What follows belongs to an exercise in optimizing a design on an open flow for small area and a short achievable clock period; a production flow would make more cautious choices. Where RTL was checked, it was by simulation tests only, not by an equivalence proof against the original. No activity file was given, so power comes from the tool's default toggle rates.

==> flow/design.v <==
`timescale 1ns/1ns
module fifo(clock,reset,pin,sin,din,pout,dout, TM, SI, S0);
input clock,reset;
input pin, sin;
input [8:0] din;
output pout;
output [8:0] dout;
output S0;
input TM, SI;
reg [4:0]   memw, memr;    
reg         ne;            
reg         full;          
reg [8:0]   dq;            
reg [287:0] mem;           
assign pout = ne;
assign S0   = memw[4];
assign dout = dq;
wire write = pin & ~full;
wire pop   = ~sin & ne;
wire [4:0] r1 = memr + 5'd1;
wire [4:0] wt = {memw[3:0], memr[4]};       
wire one    = (memw == r1);                   
wire thirty = ((memw + 5'd2) == memr);        
wire tne0   = (wt != {memr[3:0], 1'b0});
wire tne1   = (wt != {memr[3:0], 1'b1});
wire tfu0   = ((wt + 5'd1) == {memr[3:0], 1'b0});
wire tfu1   = ((wt + 5'd1) == {memr[3:0], 1'b1});
wire tby0   = (memw == {memr[3:0], 1'b0});
wire tby1   = (memw == {memr[3:0], 1'b1});
wire [31:0] wdec = 32'd1 << memw;
integer i;
always @(posedge clock)
  for (i = 0; i < 32; i = i + 1)
    if (write & wdec[i]) mem[9*i +: 9] <= din;
wire [31:0] rdec  = 32'd1 << memr;
wire [15:0] rdec4 = 16'd1 << memr[3:0];
wire [31:0] sel;
genvar e, b;
generate
  for (e = 0; e < 32; e = e + 1) begin : g_sel
    assign sel[e] = TM ? (rdec4[e >> 1] & (e % 2 ? SI : ~SI)) : rdec[(e + 31) % 32];
  end
endgenerate
wire [8:0] rd;
generate
  for (b = 0; b < 9; b = b + 1) begin : g_rd
    wire [10:0] g;
    for (e = 0; e < 10; e = e + 1) begin : g_grp
      fifo_aoi222 u (.a1(sel[3*e]),   .a2(mem[9*(3*e)+b]),
                     .b1(sel[3*e+1]), .b2(mem[9*(3*e+1)+b]),
                     .c1(sel[3*e+2]), .c2(mem[9*(3*e+2)+b]),
                     .y(g[e]));
    end
    fifo_aoi22 u10 (.a1(sel[30]), .a2(mem[9*30+b]),
                    .b1(sel[31]), .b2(mem[9*31+b]), .y(g[10]));
    assign rd[b] = ~&g;
  end
endgenerate
wire byp = write & (TM ? (SI ? tby1 : tby0) : (pop ? one : ~ne));
always @(posedge clock)
  if (byp | TM | pop) dq <= byp ? din : rd;
always @(posedge clock or posedge reset) begin
  if (reset) begin
    memw <= 5'd0;
    memr <= 5'd0;
    ne   <= 1'b0;
    full <= 1'b0;
  end else if (TM) begin
    memw <= wt;
    memr <= {memr[3:0], SI};
    ne   <= SI ? tne1 : tne0;
    full <= SI ? tfu1 : tfu0;
  end else begin
    memw <= memw + {4'd0, write};
    memr <= memr + {4'd0, pop};
    if (write & ~pop) begin
      ne   <= 1'b1;
      full <= thirty;
    end else if (pop & ~write) begin
      ne   <= ~one;
      full <= 1'b0;
    end
  end
end
endmodule
module fifo_aoi222(input a1, a2, b1, b2, c1, c2, output y);
  assign y = ~((a1 & a2) | (b1 & b2) | (c1 & c2));
endmodule
module fifo_aoi22(input a1, a2, b1, b2, output y);
  assign y = ~((a1 & a2) | (b1 & b2));
endmodule
Settings: LEC_CHECK=0, CAP_MARGIN=20, CORE_MARGIN=2, CORE_UTILIZATION=55, CTS_BUF_LIST=sky130_fd_sc_hd__clkbuf_4 sky130_fd_sc_hd__clkbuf_8, SETUP_SLACK_MARGIN=1.2, SLEW_MARGIN=20, SYNTH_HIERARCHICAL=1; clock period 3.5 ns.
run.sh (not shown) runs the stock make flow with config.mk's settings and CLKGATE_MAP_FILE= SYNTH_SCRIPT=/design/flow/synth_recipe.tcl, a recipe that flattens the netlist after the stock synthesis.
The baseline passed the timing, design-rule and antenna checks.
==> next run, changes <==
Settings changed: CORE_UTILIZATION 55 to 40, CTS_BUF_LIST sky130_fd_sc_hd__clkbuf_4 sky130_fd_sc_hd__clkbuf_8 to unset, SETUP_SLACK_MARGIN 1.2 to 1.0.
What happened: The changed run completed with no timing, DRC or antenna violations. Total power is higher by 7.1%. Fmax is higher by 3.4%. Synthesized area does not change. Design area is higher by 3.7%.
No run of this note included a check of the RTL's function; only the layout flow was run.

Another version of the RTL of fifo (not shown whole).
Size: about 770 cells after synthesis, about 310 flip-flops, ~26 I/O pins.
==> flow/config.mk <==
export PLATFORM = sky130hd
export DESIGN_NAME = fifo
export DESIGN_NICKNAME = fifo
export VERILOG_FILES = /design/flow/design.v
export SDC_FILE = /design/flow/constraint.sdc
export NUM_CORES = 4
export LEC_CHECK = 0
export CAP_MARGIN = 20
export CORE_MARGIN = 2
export CORE_UTILIZATION = 65
export SETUP_SLACK_MARGIN = 1.55
export SLEW_MARGIN = 20
export SYNTH_HIERARCHICAL = 1
==> flow/constraint.sdc <==
create_clock -name core_clock -period 3.5 [get_ports {clock}]
set_input_delay 0.7000 -clock core_clock [delete_from_list [all_inputs] [get_ports {clock}]]
set_output_delay 0.7000 -clock core_clock [all_outputs]
set_load 0.01 [all_outputs]
standard.sh (not shown) runs the stock make flow with config.mk's settings and CLKGATE_MAP_FILE= SYNTH_SCRIPT=/design/flow/synth_recipe.tcl, a recipe that flattens the netlist after the stock synthesis.
==> flow/flow/run.sh <==
#!/bin/bash
# Layout flow: the standard ORFS flow (standard.sh), with two changes:
#  - the port buffers are plain buf_2 cells instead of the delay cells
#    buffer_ports picks by default;
#  - the clock tree uses larger sink clusters and no dummy loads.
# make's full output goes to flow.log in the work folder; ORFS keeps each
# step's own log under orfs/logs/.
set -euo pipefail
export BUFFER_PORTS_ARGS="-buffer_cell sky130_fd_sc_hd__buf_2"
export CTS_ARGS="-sink_clustering_enable -repair_clock_nets -dont_use_dummy_load -sink_clustering_size 30 -sink_clustering_max_diameter 80 -buf_list {sky130_fd_sc_hd__clkbuf_8 sky130_fd_sc_hd__clkbuf_16}"
bash standard.sh > flow.log 2>&1
The first run went through all stages and came out clean.
Then changed:
SETUP_SLACK_MARGIN = 1.6   (was 1.55)
After rerunning: The changed run ran to the end with no violations. Worst setup slack improved by 0.071 ns. Routed wire length went down by about 3%. Core utilization is lower by 1.4 points. Non-clock buffer count fell by 21. Power falls by 0.99%. Critical path depth does not change.
Then changed:
CORE_UTILIZATION = 55   (was 65)
SETUP_SLACK_MARGIN = 1.5   (was 1.6)
Sequential power hardly moves; first-iteration DRC count went down by 22%; maximum frequency decreases by 0.43%; setup slack degrades by 0.0091 ns; core utilization came out lower by 12 points; sequential share of layout area increases by 0.56 points.
Then changed:
==> flow/flow/run.sh (replaced) <==
#!/bin/bash
# Layout flow: the standard ORFS flow (standard.sh), with two changes:
#  - the port buffers are plain buf_2 cells instead of the delay cells
#    buffer_ports picks by default;
#  - the clock tree uses larger sink clusters and no dummy loads;
#  - the floorplan step removes synthesis buffers instead of sizing gates
#    before placement.
# make's full output goes to flow.log in the work folder; ORFS keeps each
# step's own log under orfs/logs/.
set -euo pipefail
export REMOVE_ABC_BUFFERS=1
export BUFFER_PORTS_ARGS="-buffer_cell sky130_fd_sc_hd__buf_2"
export CTS_ARGS="-sink_clustering_enable -repair_clock_nets -dont_use_dummy_load -sink_clustering_size 30 -sink_clustering_max_diameter 80 -buf_list {sky130_fd_sc_hd__clkbuf_8 sky130_fd_sc_hd__clkbuf_16}"
bash standard.sh > flow.log 2>&1
CORE_UTILIZATION = 65   (was 55)
The new run ran to the end with no violations.
Total power decreases by about 1%.
Utilization increases by 9.4 points.
Clock-buffer cell count stays the same.
Synthesized area is unchanged.
Routed wire length decreases by about 5.5%.
Die area decreases by about 15%.

## what the ideal ports hide
No port has a modelled driver above. Below, the same layouts with a new extraction and two added sets of constraints.
Step 1 (the two cells are an assumption about what drives the block):
set clk [get_ports {clock}]
set_driving_cell -lib_cell sky130_fd_sc_hd__clkbuf_16 $clk
set_driving_cell -lib_cell sky130_fd_sc_hd__buf_2 [delete_from_list [all_inputs] $clk]
Step 2, shift: input delay + t, output delay - t, t = (earliest + latest rising clock arrival at the registers) / 2. This alone moves slack from input paths to output paths.
a / b / c = ideal ports / drivers / drivers and shift; a / b = the first two.
run	t (ns)	setup WS [ns]	worst setup path at the end
the first run of note 1	0.594	0.607 / 0.607 / 0.119	input to register
the second run of note 1	0.556	0.702 / 0.702 / 0.180	input to register
the first run of note 2	0.530	1.345 / 1.345 / 0.896	input to register
the second run of note 2	0.532	1.416 / 1.416 / 0.970	input to register
the third run of note 2	0.533	1.407 / 1.407 / 0.959	input to register
the fourth run of note 2	0.542	1.332 / 1.332 / 0.878	input to register
After both steps every run listed still meets setup and hold. The setup slack of the second run of note 1, which loses most, moves by 0.000 ns with the drivers and by -0.522 ns with both steps.
